What follows belongs to an exercise in optimizing a design on an open flow for small area; a production flow would make more cautious choices.
Function was checked by simulation only, so behaviour that the tests miss may differ from the original.

<file path="flow/design.v">
`timescale 1ns / 1ps
module barrelShifter(    
    input [31:0] Shift_Data,  
    input [7:0] Shift_Num,  
    input [2:0] SHIFT_OP,  
    input Carry_flag,
    output reg [31:0] Shift_Out,
    output reg Shift_Carry_Out
);
    always@(*) begin
    case(SHIFT_OP[2:1])
        2'b00: begin
            if (Shift_Num == 0) begin
                Shift_Out = Shift_Data;
                Shift_Carry_Out = Carry_flag;
            end
            else if (Shift_Num >= 1 && Shift_Num <= 32) begin
                Shift_Out = (Shift_Data << Shift_Num);
                Shift_Carry_Out = Shift_Data[32-Shift_Num];
            end
            else begin
                Shift_Out = 0;
                Shift_Carry_Out = 0;
            end
        end
        2'b01: begin
            if (Shift_Num == 0 && SHIFT_OP[0] == 1) begin
                    Shift_Out = Shift_Data;
                    Shift_Carry_Out = Carry_flag;
            end
            else if (Shift_Num == 0 && SHIFT_OP[0] == 0) begin
                Shift_Out = 0;
                Shift_Carry_Out = Shift_Data[31];
            end
            else if (Shift_Num >= 1 && Shift_Num <= 32) begin
                Shift_Out = (Shift_Data >> Shift_Num);
                Shift_Carry_Out = Shift_Data[Shift_Num-1];
            end
            else begin
                Shift_Out = 0;
                Shift_Carry_Out = 0;
            end
        end
        2'b10: begin
            if (Shift_Num == 0 && SHIFT_OP[0] == 1) begin
                Shift_Out = Shift_Data;
                Shift_Carry_Out = Carry_flag;
            end
            if (Shift_Num == 0 && SHIFT_OP[0] == 0) begin
                Shift_Out ={32{Shift_Data[31]}};
                Shift_Carry_Out = Shift_Data[31];
            end
            else if (Shift_Num >= 1 && Shift_Num <= 31) begin
                Shift_Out = ({{32{Shift_Data[31]}},Shift_Data}>>Shift_Num);
                Shift_Carry_Out = Shift_Data[Shift_Num-1];
            end
            else begin
                Shift_Out = {32{Shift_Data[31]}};
                Shift_Carry_Out = Shift_Data[31];
            end
        end
        2'b11: begin
            if (Shift_Num == 0 && SHIFT_OP[0] == 1) begin
                    Shift_Out = Shift_Data;
                    Shift_Carry_Out = Carry_flag;
            end
            else if (Shift_Num == 0 && SHIFT_OP[0] == 0) begin
                    Shift_Out = {Carry_flag, Shift_Data[31:1]};
                    Shift_Carry_Out = Shift_Data[0];
            end
            else if (Shift_Num >= 1 && Shift_Num <= 32) begin
                Shift_Out = ({Shift_Data,Shift_Data}>>Shift_Num);
                Shift_Carry_Out = Shift_Data[Shift_Num-1];
            end
            else begin
                Shift_Out = ({{32{Shift_Data}},Shift_Data}>>Shift_Num[4:0]);
                Shift_Carry_Out = (Shift_Num[4:0] == 5'd0) ? Shift_Data[31] : Shift_Data[Shift_Num[4:0]-1];
            end
        end
    endcase
    end
endmodule
`timescale 1ns / 1ps
module ALU(ALU_OP, A, B, Shift_Carry_Out, CF, VF, NZCV, F);
    input [31:0] A;
    input [3:0] ALU_OP;
    input CF;  
    input VF;  
    input  [31:0] B;
    input  Shift_Carry_Out;
    output reg [31:0] F;  
    output reg [3:0] NZCV;  
    reg C32;
    always@(*) begin
    C32 = 1'b0;
    F = A;
    NZCV = {2'b00, Shift_Carry_Out, VF};
    case(ALU_OP)
         4'b0000:begin
            F = A & B;
            NZCV[1] = Shift_Carry_Out;
            NZCV[0] = VF;end
         4'b0001:begin
            F = A ^ B;
            NZCV[1] = Shift_Carry_Out;
            NZCV[0] = VF;end
         4'b0010:begin 
            {C32, F} = A - B;
            NZCV[1] = ~C32;
            NZCV[0] = C32 ^ F[31];end
         4'b0011:begin 
            {C32, F} = B - A;
            NZCV[1] = ~C32;
            NZCV[0] = C32 ^ F[31];end
         4'b0100:begin 
            {C32, F} = A + B;
            NZCV[1] = C32;
            NZCV[0] = C32 ^ F[31];end
         4'b0101:begin 
            {C32, F} = A + B + CF;
            NZCV[1] = C32;
            NZCV[0] = C32 ^ F[31];end
         4'b0110:begin
            {C32, F} = A - B + CF - 1;
            NZCV[1] = ~C32;
            NZCV[0] = C32 ^ F[31];end
         4'b0111:begin 
            {C32, F} = B - A + CF - 1;
            NZCV[1] = ~C32;
            NZCV[0] = C32 ^ F[31];end
         4'b1000:begin
            F = A;
            NZCV[1] = Shift_Carry_Out;
            NZCV[0] = VF;end
         4'b1010:begin 
            {C32, F} = A - B + 4;
            NZCV[1] = ~C32;
            NZCV[0] = C32 ^ F[31];end
         4'b1100:begin 
            F = A|B;
            NZCV[1] = Shift_Carry_Out;
            NZCV[0] = VF;end
         4'b1101:begin
            F = B;
            NZCV[1] = Shift_Carry_Out;
            NZCV[0] = VF;end
         4'b1110:begin 
            F = A & (~B);
            NZCV[1] = Shift_Carry_Out;
            NZCV[0] = VF;end
         4'b1111:begin 
            F = ~B;
            NZCV[1] = Shift_Carry_Out;
            NZCV[0] = VF;end
         default:begin
            F = A;
            NZCV[1] = Shift_Carry_Out;
            NZCV[0] = VF;end
     endcase
     NZCV[3] = F[31];
     NZCV[2] = (F == 0) ? 1 : 0;
     end
endmodule
`timescale 1ns / 1ps
module ALU_barrelShifter(
    input clk,Rst,LF,S,ALU_A_s,
    input [1:0] ALU_B_s,
    input [31:0] Shift_Data,
    input [7:0] Shift_Num,
    input [2:0] SHIFT_OP,
    input [3:0] ALU_OP,
    input [31:0] A_New,PC,
    input CF,VF,
    input [23:0] imm24,
    input [11:0] imm12,
    output reg [3:0] NZCV,
    output reg [31:0] F,
    output [31:0] Shift_Out
);
    wire Shift_Carry_Out;
    wire [3:0] NZCV_New;
    wire [31:0] F_New,A,B;
    barrelShifter barrelShifter_Instance(.SHIFT_OP(SHIFT_OP),.Shift_Data(Shift_Data),.Shift_Num(Shift_Num),.Carry_flag(CF),.Shift_Out(Shift_Out),.Shift_Carry_Out(Shift_Carry_Out));
    ALU ALU_Instance(.ALU_OP(ALU_OP),.A(A),.B(B),.Shift_Carry_Out(Shift_Carry_Out),.CF(CF),.VF(VF),.NZCV(NZCV_New),.F(F_New));
    assign A = ALU_A_s ? PC:A_New;
    assign B = ALU_B_s[1]?{{20{1'b0}},imm12}:(ALU_B_s[0]?{{6{imm24[23]}},imm24,2'b00}:Shift_Out);
    always@(negedge clk or posedge Rst)
        if (Rst)
            NZCV <= 0;
        else if (S)
            NZCV <= NZCV_New;
    always@(negedge clk or posedge Rst)
        if (Rst)
            F <= 0;
        else if (LF)
            F <= F_New;
endmodule
`timescale 1ns / 1ps
module RegFile(
    input clk,
    input Rst,
    input Write_Reg,
    input LA,LB,LC,
    input [3:0] R_Addr_A, R_Addr_B, R_Addr_C,
    input [3:0] W_Addr,
    input [31:0] W_Data,
    output reg [31:0] R_Data_A, R_Data_B, R_Data_C
);
    reg [31:0] REG_Files[0:15];
    integer i;
    always@(negedge clk or posedge Rst)
        if (Rst)
            for(i = 0; i<16; i=i+1) REG_Files[i] <= 0;
        else if (Write_Reg)
            REG_Files[W_Addr] <= W_Data;
    always@(negedge clk or posedge Rst)
        if (Rst)
            R_Data_A <= 0;
        else if (LA)
            R_Data_A <= REG_Files[R_Addr_A];
    always@(negedge clk or posedge Rst)
        if (Rst)
            R_Data_B <= 0;
        else if (LB)
            R_Data_B <= REG_Files[R_Addr_B];
    always@(negedge clk or posedge Rst)
        if (Rst)
            R_Data_C <= 0;
        else if (LC)
            R_Data_C <= REG_Files[R_Addr_C];
endmodule
`timescale 1ns / 1ps
module PC(
    input clk,
    input Rst,
    input Write_PC,
    input [1:0] PC_s,
    input [31:0] B, F,
    output reg [31:0] PC
);
    wire [31:0] PC_New;
    assign PC_New = PC + 4;
    always@(negedge clk or posedge Rst) begin 
        if(Rst) begin
            PC <= 0;
        end
        else if(Write_PC) begin
            case(PC_s)
                2'b00:PC <= PC_New;
                2'b01:PC <= B;
                2'b10:PC <= F;
            endcase
        end
    end
endmodule
`timescale 1ns / 1ps
module Inst_Reg(
    input clk,
    input Rst,
    input [3:0] NZCV,  
    input [31:0] Inst,  
    input Write_IR,
    output reg flag,
    output reg [31:0] IR_complete
    );
    always@(*)
    begin
        case(Inst[31:28])
            4'b0000: begin flag = NZCV[2];   end
            4'b0001: begin flag = !NZCV[2];  end
            4'b0010: begin flag = NZCV[1];   end
            4'b0011: begin flag = !NZCV[1];  end
            4'b0100: begin flag = NZCV[3];   end
            4'b0101: begin flag = !NZCV[3];  end
            4'b0110: begin flag = NZCV[0];   end
            4'b0111: begin flag = !NZCV[0];  end
            4'b1000: begin flag = NZCV[1] & !NZCV[2]; end
            4'b1001: begin flag = !NZCV[1] | NZCV[2]; end
            4'b1010: begin flag = NZCV[3] ^~ NZCV[0]; end
            4'b1011: begin flag = NZCV[3] ^ NZCV[0];  end
            4'b1100: begin flag = !NZCV[2] & (NZCV[3] ^~ NZCV[0]);  end
            4'b1101: begin flag = NZCV[2] | (NZCV[3] ^ NZCV[0]);    end
            4'b1110: begin flag = 1; end
            4'b1111: begin flag = 0; end
        endcase
    end
    always@(negedge clk)
        if (flag & Write_IR)
            IR_complete <= Inst;
endmodule
`timescale 1ns / 1ps
module Inst_Mod(
    input clk,
    input Rst,
    input Write_PC,
    input Write_IR,
    input [3:0] NZCV,  
    input [31:0] B, F,
    input [1:0] PC_s,
    input [31:0] Inst,  
    output flag,
    output [7:2] Inst_Addr,
    output  [31:28] cond, 
    output [27:0] IR,
    output [31:0] PC
);
wire [31:0] IR_complete;
assign Inst_Addr = PC[7:2];
assign cond = IR_complete[31:28];  
assign IR = IR_complete[27:0]; 
PC PC_Instance(
    .clk(clk),
    .Rst(Rst),
    .Write_PC(Write_PC),
    .PC_s(PC_s),
    .B(B), 
    .F(F),
    .PC(PC)
);
Inst_Reg Inst_Reg_Instance(
    .clk(clk),
    .Rst(Rst),
    .NZCV(NZCV),
    .Write_IR(Write_IR),
    .Inst(Inst),
    .flag(flag),
    .IR_complete(IR_complete)
);
endmodule
`timescale 1ns / 1ps
module top_CPU(
    input clk, Rst,
    output [5:0] Inst_Addr,
    input [31:0] Inst_Data,
    output [6:0] Mem_Addr,
    output [31:0] M_W_Data,
    output reg Mem_Write,
    input [31:0] M_R_Data
);
    wire [31:0] Inst;
    wire [31:0] A, B, C, F, Shift_Out;
    wire [3:0] NZCV;
    wire [31:0] PC;
    reg Write_PC, Write_IR, Write_Reg, S;
    reg rm_imm_s;
    reg [1:0] rs_imm_s, PC_s;
    reg [3:0] ALU_OP;
    reg [2:0] SHIFT_OP;
    reg LA, LB, LC, LF, ALU_A_s, W_Rdata_s, Mem_W_s, Reg_C_s;
    reg [1:0] rd_s, ALU_B_s;
    reg [3:0] DP;
    wire [31:0] W_Data;
    wire flag; 
    wire[31:28] cond; 
    wire [27:0] IR;
    Inst_Mod Inst_Mod_Instance(
    .clk(clk),
    .Rst(Rst),
    .Write_IR(Write_IR),
    .Write_PC(Write_PC),
    .NZCV(NZCV),
    .flag(flag),
    .PC(PC),
    .cond(cond),
    .IR(IR),
    .B(B),
    .F(W_Data),
    .PC_s(PC_s),
    .Inst(Inst_Data));
    assign Inst_Addr = PC[7:2];
    assign Inst = {cond,IR};
    parameter DP0  = 4'd1;
    parameter DP1  = 4'd2;
    parameter DP2  = 4'd3;
    parameter B1   = 4'd4;
    parameter BL   = 4'd5;
    parameter BX   = 4'd6;
    parameter SWP  = 4'd7;
    parameter LDR0 = 4'd8; 
    parameter LDR1 = 4'd9; 
    parameter STR0 = 4'd10; 
    parameter STR1 = 4'd11; 
    parameter Und  = 4'd0; 
    wire [3:0] OP,rn,rd,rs,rm;
    wire [4:0] imm5;
    wire [1:0] sh_type;
    wire [11:0] imm12;
    wire [23:0] imm24;
    wire P,U,W;
    assign OP    = IR[24:21];
    assign rn    = IR[19:16];
    assign rd    = IR[15:12];
    assign imm5  = IR[11:7];
    assign rs    = IR[11:8];
    assign sh_type  = IR[6:5];
    assign rm    = IR[3:0];
    assign imm12 = IR[11:0];
    assign imm24 = IR[23:0];
    assign P     = IR[24];
    assign U     = IR[23];
    assign W     = IR[21];
    wire swp_flag;
    assign swp_flag = (~&rd & ~&rn & ~&rm) && rn != rd && rn != rm;
    always@(*)
    begin
        case(IR[27:25])
            3'b000:
            begin
                if (IR[24:4] == 21'b1_0010_1111_1111_1111_0001)
                    DP = BX;
                else if (IR[24:20] == 5'b1_0000 && IR[11:4] == 8'b0000_1001)
                    DP = SWP;
                else if (!IR[4])
                    DP = DP0;
                else if (!IR[7])
                    DP = DP1;
                else
                    DP = Und;
            end
            3'b001:
            begin
                DP = DP2;
            end
            3'b010:
            begin
                if (IR[22])
                    DP = Und;
                else if (IR[20])
                    DP = LDR0;
                else
                    DP = STR0;
            end
            3'b011:
            begin
                if (IR[22])
                    DP = Und;
                else if (IR[20])
                    DP = LDR1;
                else
                    DP = STR1;
            end
            3'b101:
            begin
                DP = IR[24]?BL:B1;
            end
            default: DP = Und;
        endcase
    end
    wire str_flag;
    assign str_flag = &rm || (W && (&rn || rn == rd));
    reg Und_Ins;
    always@(*)
    begin
        if (DP == Und)
            Und_Ins = 1;
        else if (DP == SWP && !swp_flag)
            Und_Ins = 1;
        else if (DP == LDR0 && W && rn == rd)
            Und_Ins = 1;
        else if (DP >= LDR1 && str_flag)
            Und_Ins = 1;
        else
            Und_Ins = 0;
    end
    wire [3:0] W_Addr,R_Addr_C;
    assign W_Addr = rd_s[1] ? rn : (rd_s[0]?4'b1110:rd);
    assign W_Data = W_Rdata_s ? M_R_Data : F;
    assign R_Addr_C = Reg_C_s ? rd : rs;
    RegFile RegFile_Instance(
    .clk(clk),
    .Rst(Rst),
    .Write_Reg(Write_Reg),
    .LA(LA),
    .LB(LB),
    .LC(LC),
    .R_Addr_A(rn),
    .R_Addr_B(rm),
    .R_Addr_C(R_Addr_C),
    .W_Addr(W_Addr),
    .W_Data(W_Data),
    .R_Data_A(A),
    .R_Data_B(B),
    .R_Data_C(C));
    wire [7:0] Shift_Num;
    wire [31:0] Shift_Data;
    assign Shift_Data = rm_imm_s?{{24{1'b0}},imm12[7:0]}:B;
    assign Shift_Num  = rs_imm_s[1]?{{3{1'b0}},imm12[11:8],1'b0}:(rs_imm_s[0]?C[7:0]:{{3{1'b0}},imm5});
    ALU_barrelShifter ALU_barrelShifter_Instance(
    .clk(clk),
    .Rst(Rst),
    .SHIFT_OP(SHIFT_OP),
    .Shift_Data(Shift_Data),
    .Shift_Num(Shift_Num),
    .ALU_OP(ALU_OP),
    .A_New(A),
    .CF(NZCV[1]),
    .VF(NZCV[0]),
    .NZCV(NZCV),
    .F(F),
    .S(S),
    .LF(LF)
    ,.Shift_Out(Shift_Out),
    .ALU_A_s(ALU_A_s),
    .ALU_B_s(ALU_B_s),
    .PC(PC),
    .imm24(imm24),
    .imm12(imm12));
    assign Mem_Addr = F[6:0];
    assign M_W_Data = Mem_W_s?C:B;
    localparam Idle = 5'd0;
    localparam S0   = 5'd1;
    localparam S1   = 5'd2;
    localparam S2   = 5'd3;
    localparam S3   = 5'd4;
    localparam S7   = 5'd8;
    localparam S8   = 5'd9;
    localparam S9   = 5'd10;
    localparam S10  = 5'd11;
    localparam S11  = 5'd12;
    localparam S12  = 5'd13;
    localparam S13  = 5'd14;
    localparam S14  = 5'd15;
    localparam S15  = 5'd16;
    localparam S16  = 5'd17;
    localparam S17  = 5'd18;
    localparam S18  = 5'd19;
    reg [4:0] ST,Next_ST;
    always@(posedge clk or posedge Rst) 
    begin
        if (Rst)
            ST <= Idle;
        else
            ST <= Next_ST;
    end
    always@(*) 
    begin
        Next_ST = Idle;
        case(ST)
            Idle:    Next_ST = S0;
            S0:
            begin
                if (flag & !Und_Ins)
                    case(DP)
                        B1:Next_ST      = S8;
                        BL:Next_ST      = S10;
                        default:Next_ST = S1;
                    endcase
                else
                    Next_ST = S0;
            end
            S1:
            begin
                if (DP == BX)
                    Next_ST = S7;
                else if (DP[3])
                    Next_ST = S12;
                else if (DP == SWP)
                    Next_ST = S16;
                else
                    Next_ST = S2;
            end
            S2:      Next_ST = S3;
            S8:      Next_ST = S9;
            S10:     Next_ST = S11;
            S11:     Next_ST = S9;
            S12:     Next_ST = DP[1]?S15:S13;
            S13:     Next_ST = S14;
            S15:     Next_ST = S14;
            S16:     Next_ST = S17;
            S17:     Next_ST = S18;
            default: Next_ST = S0;
        endcase
    end
    always@(posedge clk or posedge Rst) 
    begin
        if (Rst)
        begin
            Write_PC  <= 1'b0;
            Write_IR  <= 1'b0;
            Write_Reg <= 1'b0;
            LA        <= 1'b0;
            LB        <= 1'b0;
            LC        <= 1'b0;
            LF        <= 1'b0;
            S         <= 1'b0;
            rm_imm_s  <= 1'b0;
            rs_imm_s  <= 2'b00;
            PC_s      <= 2'b00;
            rd_s      <= 2'b00;
            ALU_A_s   <= 1'b0;
            ALU_B_s   <= 2'b00;
            W_Rdata_s <= 0;
            Reg_C_s   <= 1'b0;
            Mem_Write <= 1'b0;
            Mem_W_s   <= 1'b0;
        end
        else
        begin
            case(Next_ST)
                S0:begin
                    Write_PC    <= 1'b1;
                    Write_IR    <= 1'b1;
                    Write_Reg   <= 1'b0;
                    LA          <= 1'b0;
                    LB          <= 1'b0;
                    LC          <= 1'b0;
                    LF          <= 1'b0;
                    S           <= 1'b0;
                    rm_imm_s    <= 1'b0;
                    rs_imm_s    <= 2'b00;
                    PC_s        <= 2'b00;
                    rd_s        <= 2'b00;
                    ALU_A_s     <= 1'b0;
                    ALU_B_s     <= 2'b00;
                    W_Rdata_s   <= 0;
                    Reg_C_s     <= 1'b0;
                    Mem_Write   <= 1'b0;
                    Mem_W_s     <= 1'b0;
                end
                S1:begin
                    Write_PC    <= 1'b0;
                    Write_IR    <= 1'b0;
                    Write_Reg   <= 1'b0;
                    LA          <= 1'b1;
                    LB          <= 1'b1;
                    LC          <= 1'b1;
                    LF          <= 1'b0;
                    S           <= 1'b0;
                    PC_s        <= 2'b00;
                     rd_s       <= 2'b00;
                    ALU_A_s     <= 1'b0;
                    ALU_B_s     <= 2'b00;
                end
                S2:begin
                    Write_PC    <= 1'b0;
                    Write_IR    <= 1'b0;
                    Write_Reg   <= 1'b0;
                    LA          <= 1'b0;
                    LB          <= 1'b0;
                    LC          <= 1'b0;
                    LF          <= 1'b1;
                    rm_imm_s    <= DP == DP2;
                    rs_imm_s    <= DP[1:0]-2'b01;
                    S           <= IR[20];
                    PC_s        <= 2'b00;
                    rd_s        <= 2'b00;
                    ALU_A_s     <= 1'b0;
                    ALU_B_s     <= 2'b00;
                    if (OP[3] & !OP[2])
                        ALU_OP <= 4'b1000>>(4-OP[1:0]);
                    else
                        ALU_OP <= OP;
                    if (DP == DP2)
                        SHIFT_OP <= 3'b111;
                    else
                        SHIFT_OP <= {sh_type,!DP[0]};
                end
                S3:begin
                    Write_PC    <= 1'b0;
                    Write_IR    <= 1'b0;
                    Write_Reg   <= !OP[3] | OP[2]; 
                    LA          <= 1'b0;
                    LB          <= 1'b0;
                    LC          <= 1'b0;
                    LF          <= 1'b0;
                    S           <= 1'b0;
                    PC_s        <= 2'b00;
                    rd_s        <= 2'b00;
                    ALU_A_s     <= 1'b0;
                    ALU_B_s     <= 2'b00;
                end
                S7:begin
                    Write_PC    <= 1'b1;
                    Write_IR    <= 1'b0;
                    Write_Reg   <= 1'b0;
                    LA          <= 1'b0;
                    LB          <= 1'b0;
                    LC          <= 1'b0;
                    LF          <= 1'b0;
                    S           <= 1'b0;
                    PC_s        <= 2'b01;
                    rd_s        <= 2'b00;
                    ALU_A_s     <= 1'b0;
                    ALU_B_s     <= 2'b00;
                end
                S8:begin
                    Write_PC    <= 1'b0;
                    Write_IR    <= 1'b0;
                    Write_Reg   <= 1'b0;
                    LA          <= 1'b0;
                    LB          <= 1'b0;
                    LC          <= 1'b0;
                    LF          <= 1'b1;
                    S           <= 1'b0;
                    PC_s        <= 2'b00;
                    rd_s        <= 2'b00;
                    ALU_A_s     <= 1'b1;
                    ALU_B_s     <= 2'b01;
                    ALU_OP      <= 4'b0100;
                end
                S9:begin
                    Write_PC    <= 1'b1;
                    Write_IR    <= 1'b0;
                    Write_Reg   <= 1'b0;
                    LA          <= 1'b0;
                    LB          <= 1'b0;
                    LC          <= 1'b0;
                    LF          <= 1'b0;
                    S           <= 1'b0;
                    PC_s        <= 2'b10;
                    rd_s        <= 2'b00;
                    ALU_A_s     <= 1'b0;
                    ALU_B_s     <= 2'b00;
                end
                S10:begin
                    Write_PC    <= 1'b0;
                    Write_IR    <= 1'b0;
                    Write_Reg   <= 1'b0;
                    LA          <= 1'b0;
                    LB          <= 1'b0;
                    LC          <= 1'b0;
                    LF          <= 1'b1;
                    S           <= 1'b0;
                    PC_s        <= 2'b00;
                    rd_s        <= 2'b00;
                    ALU_A_s     <= 1'b1;
                    ALU_B_s     <= 2'b00;
                    ALU_OP      <= 4'b1000;
                end
                S11:begin
                    Write_PC    <= 1'b0;
                    Write_IR    <= 1'b0;
                    Write_Reg   <= 1'b1;
                    LA          <= 1'b0;
                    LB          <= 1'b0;
                    LC          <= 1'b0;
                    LF          <= 1'b1;
                    S           <= 1'b0;
                    PC_s        <= 2'b10;
                    rd_s        <= 2'b01;
                    ALU_A_s     <= 1'b1;
                    ALU_B_s     <= 2'b01;
                    ALU_OP      <= 4'b0100;
                end
                S12:begin
                    Write_PC    <= 1'b0;
                    Write_IR    <= 1'b0;
                    Write_Reg   <= 1'b0;
                    LA          <= 1'b0;
                    LB          <= 1'b0;
                    LC          <= 1'b0;
                    LF          <= 1'b1;
                    S           <= 1'b0;
                    PC_s        <= 2'b00;
                    rd_s        <= 2'b00;
                    ALU_A_s     <= 1'b0;
                    ALU_B_s     <= {!DP[0],1'b0};
                    ALU_OP      <= P?(U?4'b0100:4'b0010):4'b1000;
                    SHIFT_OP    <= {sh_type,1'b0};
                    rm_imm_s    <= 1'b0;
                    rs_imm_s    <= 2'b00;
                end
                S13:begin
                    Write_PC    <= 1'b0;
                    Write_IR    <= 1'b0;
                    Write_Reg   <= 1'b1;
                    LA          <= 1'b0;
                    LB          <= 1'b0;
                    LC          <= 1'b0;
                    LF          <= !P;
                    S           <= 1'b0;
                    PC_s        <= 2'b00;
                    rd_s        <= 2'b00;
                    ALU_A_s     <= 1'b0;
                    ALU_B_s     <= {!DP[0],1'b0};
                    ALU_OP      <= U?4'b0100:4'b0010;
                    SHIFT_OP    <= {sh_type,1'b0};
                    W_Rdata_s   <= 1'b1;
                end
                S14:begin
                    Write_PC    <= 1'b0;
                    Write_IR    <= 1'b0;
                    Write_Reg   <= W | !P;
                    LA          <= 1'b0;
                    LB          <= 1'b0;
                    LC          <= 1'b0;
                    LF          <= 0;
                    S           <= 1'b0;
                    PC_s        <= 2'b00;
                    rd_s        <= 2'b10;
                    ALU_A_s     <= 1'b0;
                    ALU_B_s     <= {!DP[0],1'b0};
                    ALU_OP      <= U?4'b0100:4'b0010;
                    SHIFT_OP    <= {sh_type,1'b0};
                    W_Rdata_s   <= 1'b0;
                    Reg_C_s     <= 1'b0;
                    Mem_Write   <= 1'b0;
                    Mem_W_s     <= 1'b0;
                end
                S15:begin
                    Write_PC    <= 1'b0;
                    Write_IR    <= 1'b0;
                    Write_Reg   <= 1'b0;
                    LA          <= 1'b0;
                    LB          <= 1'b0;
                    LC          <= 1'b1;
                    LF          <= !P;
                    S           <= 1'b0;
                    PC_s        <= 2'b00;
                    rd_s        <= 2'b00;
                    ALU_A_s     <= 1'b0;
                    ALU_B_s     <= {!DP[0],1'b0};
                    ALU_OP      <= U?4'b0100:4'b0010;
                    SHIFT_OP    <= {sh_type,1'b0};
                    W_Rdata_s   <= 1'b1;
                    Reg_C_s     <= 1'b1;
                    Mem_Write   <= 1'b1;
                    Mem_W_s     <= 1'b1;
                end
                S16:begin
                    Write_PC    <= 1'b0;
                    Write_IR    <= 1'b0;
                    Write_Reg   <= 1'b0;
                    LA          <= 1'b0;
                    LB          <= 1'b0;
                    LC          <= 1'b0;
                    LF          <= 1'b1;
                    S           <= 1'b0;
                    PC_s        <= 2'b00;
                    rd_s        <= 2'b00;
                    ALU_A_s     <= 1'b0;
                    ALU_B_s     <= 2'b00;
                    ALU_OP      <= 4'b1000;
                end
                S17:begin
                    Write_PC    <= 1'b0;
                    Write_IR    <= 1'b0;
                    Write_Reg   <= 1'b1;
                    LA          <= 1'b0;
                    LB          <= 1'b0;
                    LC          <= 1'b0;
                    LF          <= 1'b0;
                    S           <= 1'b0;
                    PC_s        <= 2'b00;
                    rd_s        <= 2'b00;
                    ALU_A_s     <= 1'b0;
                    ALU_B_s     <= 2'b00;
                    ALU_OP      <= 4'b1000;
                    W_Rdata_s   <= 1'b1;
                end
                S18:begin
                    Write_PC    <= 1'b0;
                    Write_IR    <= 1'b0;
                    Write_Reg   <= 1'b0;
                    LA          <= 1'b0;
                    LB          <= 1'b0;
                    LC          <= 1'b0;
                    LF          <= 1'b0;
                    S           <= 1'b0;
                    PC_s        <= 2'b00;
                    rd_s        <= 2'b00;
                    ALU_A_s     <= 1'b0;
                    ALU_B_s     <= 2'b00;
                    ALU_OP      <= 4'b1000;
                    W_Rdata_s   <= 1'b1;
                    Mem_Write   <= 1'b1;
                    Mem_W_s     <= 1'b0;
                end
            endcase
        end
    end
endmodule
</file>
<file path="flow/run.sh">
#!/bin/bash
# synth_recipe.tcl (not shown) runs the flow's synth.tcl, then flattens the netlist and writes it again
# the make line also repeats each setting of config.mk as NAME=value (left out here)
make -C /OpenROAD-flow-scripts/flow DESIGN_CONFIG=/design/flow/config.mk WORK_HOME=/design/flow/orfs CLKGATE_MAP_FILE= SYNTH_SCRIPT=/design/flow/synth_recipe.tcl finish
</file>
<file path="flow/config.mk">
export PLATFORM = sky130hd
export DESIGN_NAME = top_CPU
export DESIGN_NICKNAME = top_CPU
export VERILOG_FILES = /design/flow/design.v
export SDC_FILE = /design/flow/constraint.sdc
export NUM_CORES = 4
export LEC_CHECK = 0
export CAP_MARGIN = 20
export CORE_MARGIN = 2
export CORE_UTILIZATION = 30
export PLACE_DENSITY = 0.5
export SETUP_SLACK_MARGIN = 1.0
export SLEW_MARGIN = 20
</file>
<file path="flow/constraint.sdc">
create_clock -name core_clock -period 22.0 [get_ports {clk}]
set_input_delay 4.4000 -clock core_clock [delete_from_list [all_inputs] [get_ports {clk}]]
set_output_delay 4.4000 -clock core_clock [all_outputs]
set_load 0.01 [all_outputs]
</file>
==> summary.txt <==
status=timing/DRC/antenna clean; count leader, synth=nor2_1; max-cap violations=0; Worst-Skew Late Latency=0.77 ns; clk buf depth=3; number of global-route vias before repair=73.72k; Worst Setup SP=rs_imm_s[1]; CP Class=register to register; post-synthesis sequential area ratio=29.45%; largest family of logic cells by synthesized area=compound AO/OA/AOI/OAI gates; overall routing resource usage=43.45%; fin util=36.17%; Post-Route WL=487000 um; Critical Path Max Stage Delay=0.87 ns; crit-path max FO=51; clk slew on worst S/H paths=0.05 ns; syn nets=8333; clock skew=0.1176 ns; DRC violations left=0; Hold Startpoint=Inst_Mod_Instance.PC_Instance.PC[1]; fillers=22.02k; Finished Layout Cells=11.35k; CTS tree=built; Synth Area in XOR/XNOR=2.547%; FF-to-FF Start=rs_imm_s[1]; flops & latches, synth=737; placed insts=11.13k; Vias=79.49k; largest area contributor in the netlist=dfrtn_1; synthesized area=0.06323 mm^2; mux cell area share after synthesis=4.858%; RSZ-0062 raised after global routing=yes; gpl congestion=1.150; complex-gate fraction of the synthesized area=35.12%; area growth from synthesis to layout=19.89%; Routed Antenna Nets=0; Synth Area in Simple Gates=18.60%; CTS H-tree lvls=3; Starting Density=30.17%; Syn Inst Count=8111; Synth cell types=123; worst hold margin=0.4607 ns; endpoint class of the critical path=register; DR vias/cell=7.003; CTS Buf Count=89; drt wl/cell=42.90 um; root buf cell=clkbuf_16; Worst EP required=11.57 ns; Die X=463.1 um; Area contributors post-synth=dfrtn_1 (27%), a21oi_1 (7.9%), a22oi_1 (7.0%); Yosys Warn Count=8; most instantiated cells after synthesis=nor2_1 (1025), a21oi_1 (1004), dfrtn_1 (676); measured slew at the worst slew-check pin=1.296 ns; DP Wirelength=349300 um; DR pass1 iterations=8; adder-cell share of the synthesized area=3.139%; Die Span Y=463.1 um; Final Hold Fails=0; max-slew violations=0; layout cells sized above 1=16.07%; # rows=168; core footprint=0.2096 mm^2; initial drt markers=14.38k; EDFF count, synth=35; largest net degree at the start of global routing=164; crit start category=register; Remaining Overflow, GRT=0; FFs w/ async S/R, synth=95.25%; Hold Crit Class=register to register; Die ar.=0.2144 mm^2; first-pass GRT wire length=650800 um; Avg Synthesized Cell Area=7.795 um^2; final setup vio count=0; initial antenna violation count=63; I/O pins=112; CTS Hold Bufs=0; top-area cell type share of the netlist area=26.76%; Rel. slew slack=12.66%; Critical-path top delay cell=mux2i_1; Critical Path AT=10.44 ns; CTS sink cnt=737; Synth Flop Type=dfrtn_1; Buffers on Ports=111; most used cell, CP=buf_4; Layout Nets=8675; Setup Total Neg Slack=0 ns
[placed cells by master, fill, tap and decap left out, types with 143 or more instances in the layout]
master and count:
inv_1 260, nand3_1 215, dfrtn_1 676, nor2_1 962
nand4_1 187, a211oi_1 143, o21ai_0 457, ha_1 148
buf_4 820, a21oi_1 999, o221ai_1 159, a22oi_1 587
nand2_1 460
[layer usage]
metal  routed length (um)  vias to the layer above  share of wire, %  global-route usage [%]
li1                     -                    31459                 -                       -
met1               185900                    39046                38                   55.09
met2               189300                     6881                39                   59.55
met3                67390                     2057                14                   16.78
met4                44030                       44               9.0                   31.15
met5                  309                        -             0.063                  0.2897
[path summary, 6_finish.rpt]
kind                            slack (ns)  cells past startpoint                             endpoint
max in group asynchronous             5.00                      4   RegFile_Instance.REG_Files[13][24]
worst min register to register        0.46                      1  Inst_Mod_Instance.PC_Instance.PC[1]
worst max register to register        1.13                     29     ALU_barrelShifter_Instance.F[26]
min in group asynchronous             4.87                      3                              PC_s[0]
worst min-delay path                  0.46                      1  Inst_Mod_Instance.PC_Instance.PC[1]
worst max-delay path                  1.13                     29     ALU_barrelShifter_Instance.F[26]
[logic make-up after synthesis]
logic type	Yosys count
compound gates	3309
simple gates	2495
buf+inv	971
flops	737
mux	259
xor+xnor	183
fa+ha+maj	157
[flip-flops by register name, summed over array words and instances, names as in the netlist, 2 cells and up]
signal and count:
RegFile_Instance.REG_Files 512, ALU_barrelShifter_Instance.NZCV 4, RegFile_Instance.R_Data_B 32, PC_s 2, Inst_Mod_Instance.PC_Instance.PC 32, RegFile_Instance.R_Data_C 32
ALU_B_s 2, rs_imm_s 2, SHIFT_OP 3, Inst_Mod_Instance.Inst_Reg_Instance.IR_complete 28, ALU_OP 4, ST 5
rd_s 2, RegFile_Instance.R_Data_A 32, ALU_barrelShifter_Instance.F 32
[area by class of cell]
cell class | count | area, um^2 | share of cell area, %
multi-input combinational | 6403 | 41780 | 55.12
sequential | 737 | 18640 | 24.58
timing repair buffer | 948 | 7560 | 9.973
tap | 2805 | 3510 | 4.630
clock buffer | 116 | 2479 | 3.270
inverter | 246 | 928.4 | 1.225
clock inverter | 76 | 859.6 | 1.134
antenna | 20 | 50.05 | 0.06602
[timing repair]
item                       4_1_cts  5_1_grt
setup buffers                    7        1
setup endpoints to repair        3       20
gates resized for setup          1       28
gates cloned                     0        0
pin swaps                        1        3
[per-stage QoR]
step / cell area [um^2] / setup WS (ns)
floorplan: 63230 / -2.723
global placement: 72060 / 0.9460
detailed placement: 72120 / 1.020
CTS: 75540 / 1.001
global route: 75760 / 0.9562
finish: 75800 / 1.127
[worst max-delay path: cells and delay by family, from the launching register on]
family                     cells  cell delay, ns
muxes                          2            1.12
xor gates and xnor gates       1            0.16
adders and majority gates      1            0.59
DFF                            1            0.57
AOI/OAI and AO/OA             12            3.42
and+or+nand+nor                7            2.11
buffers and inverters          6            1.63
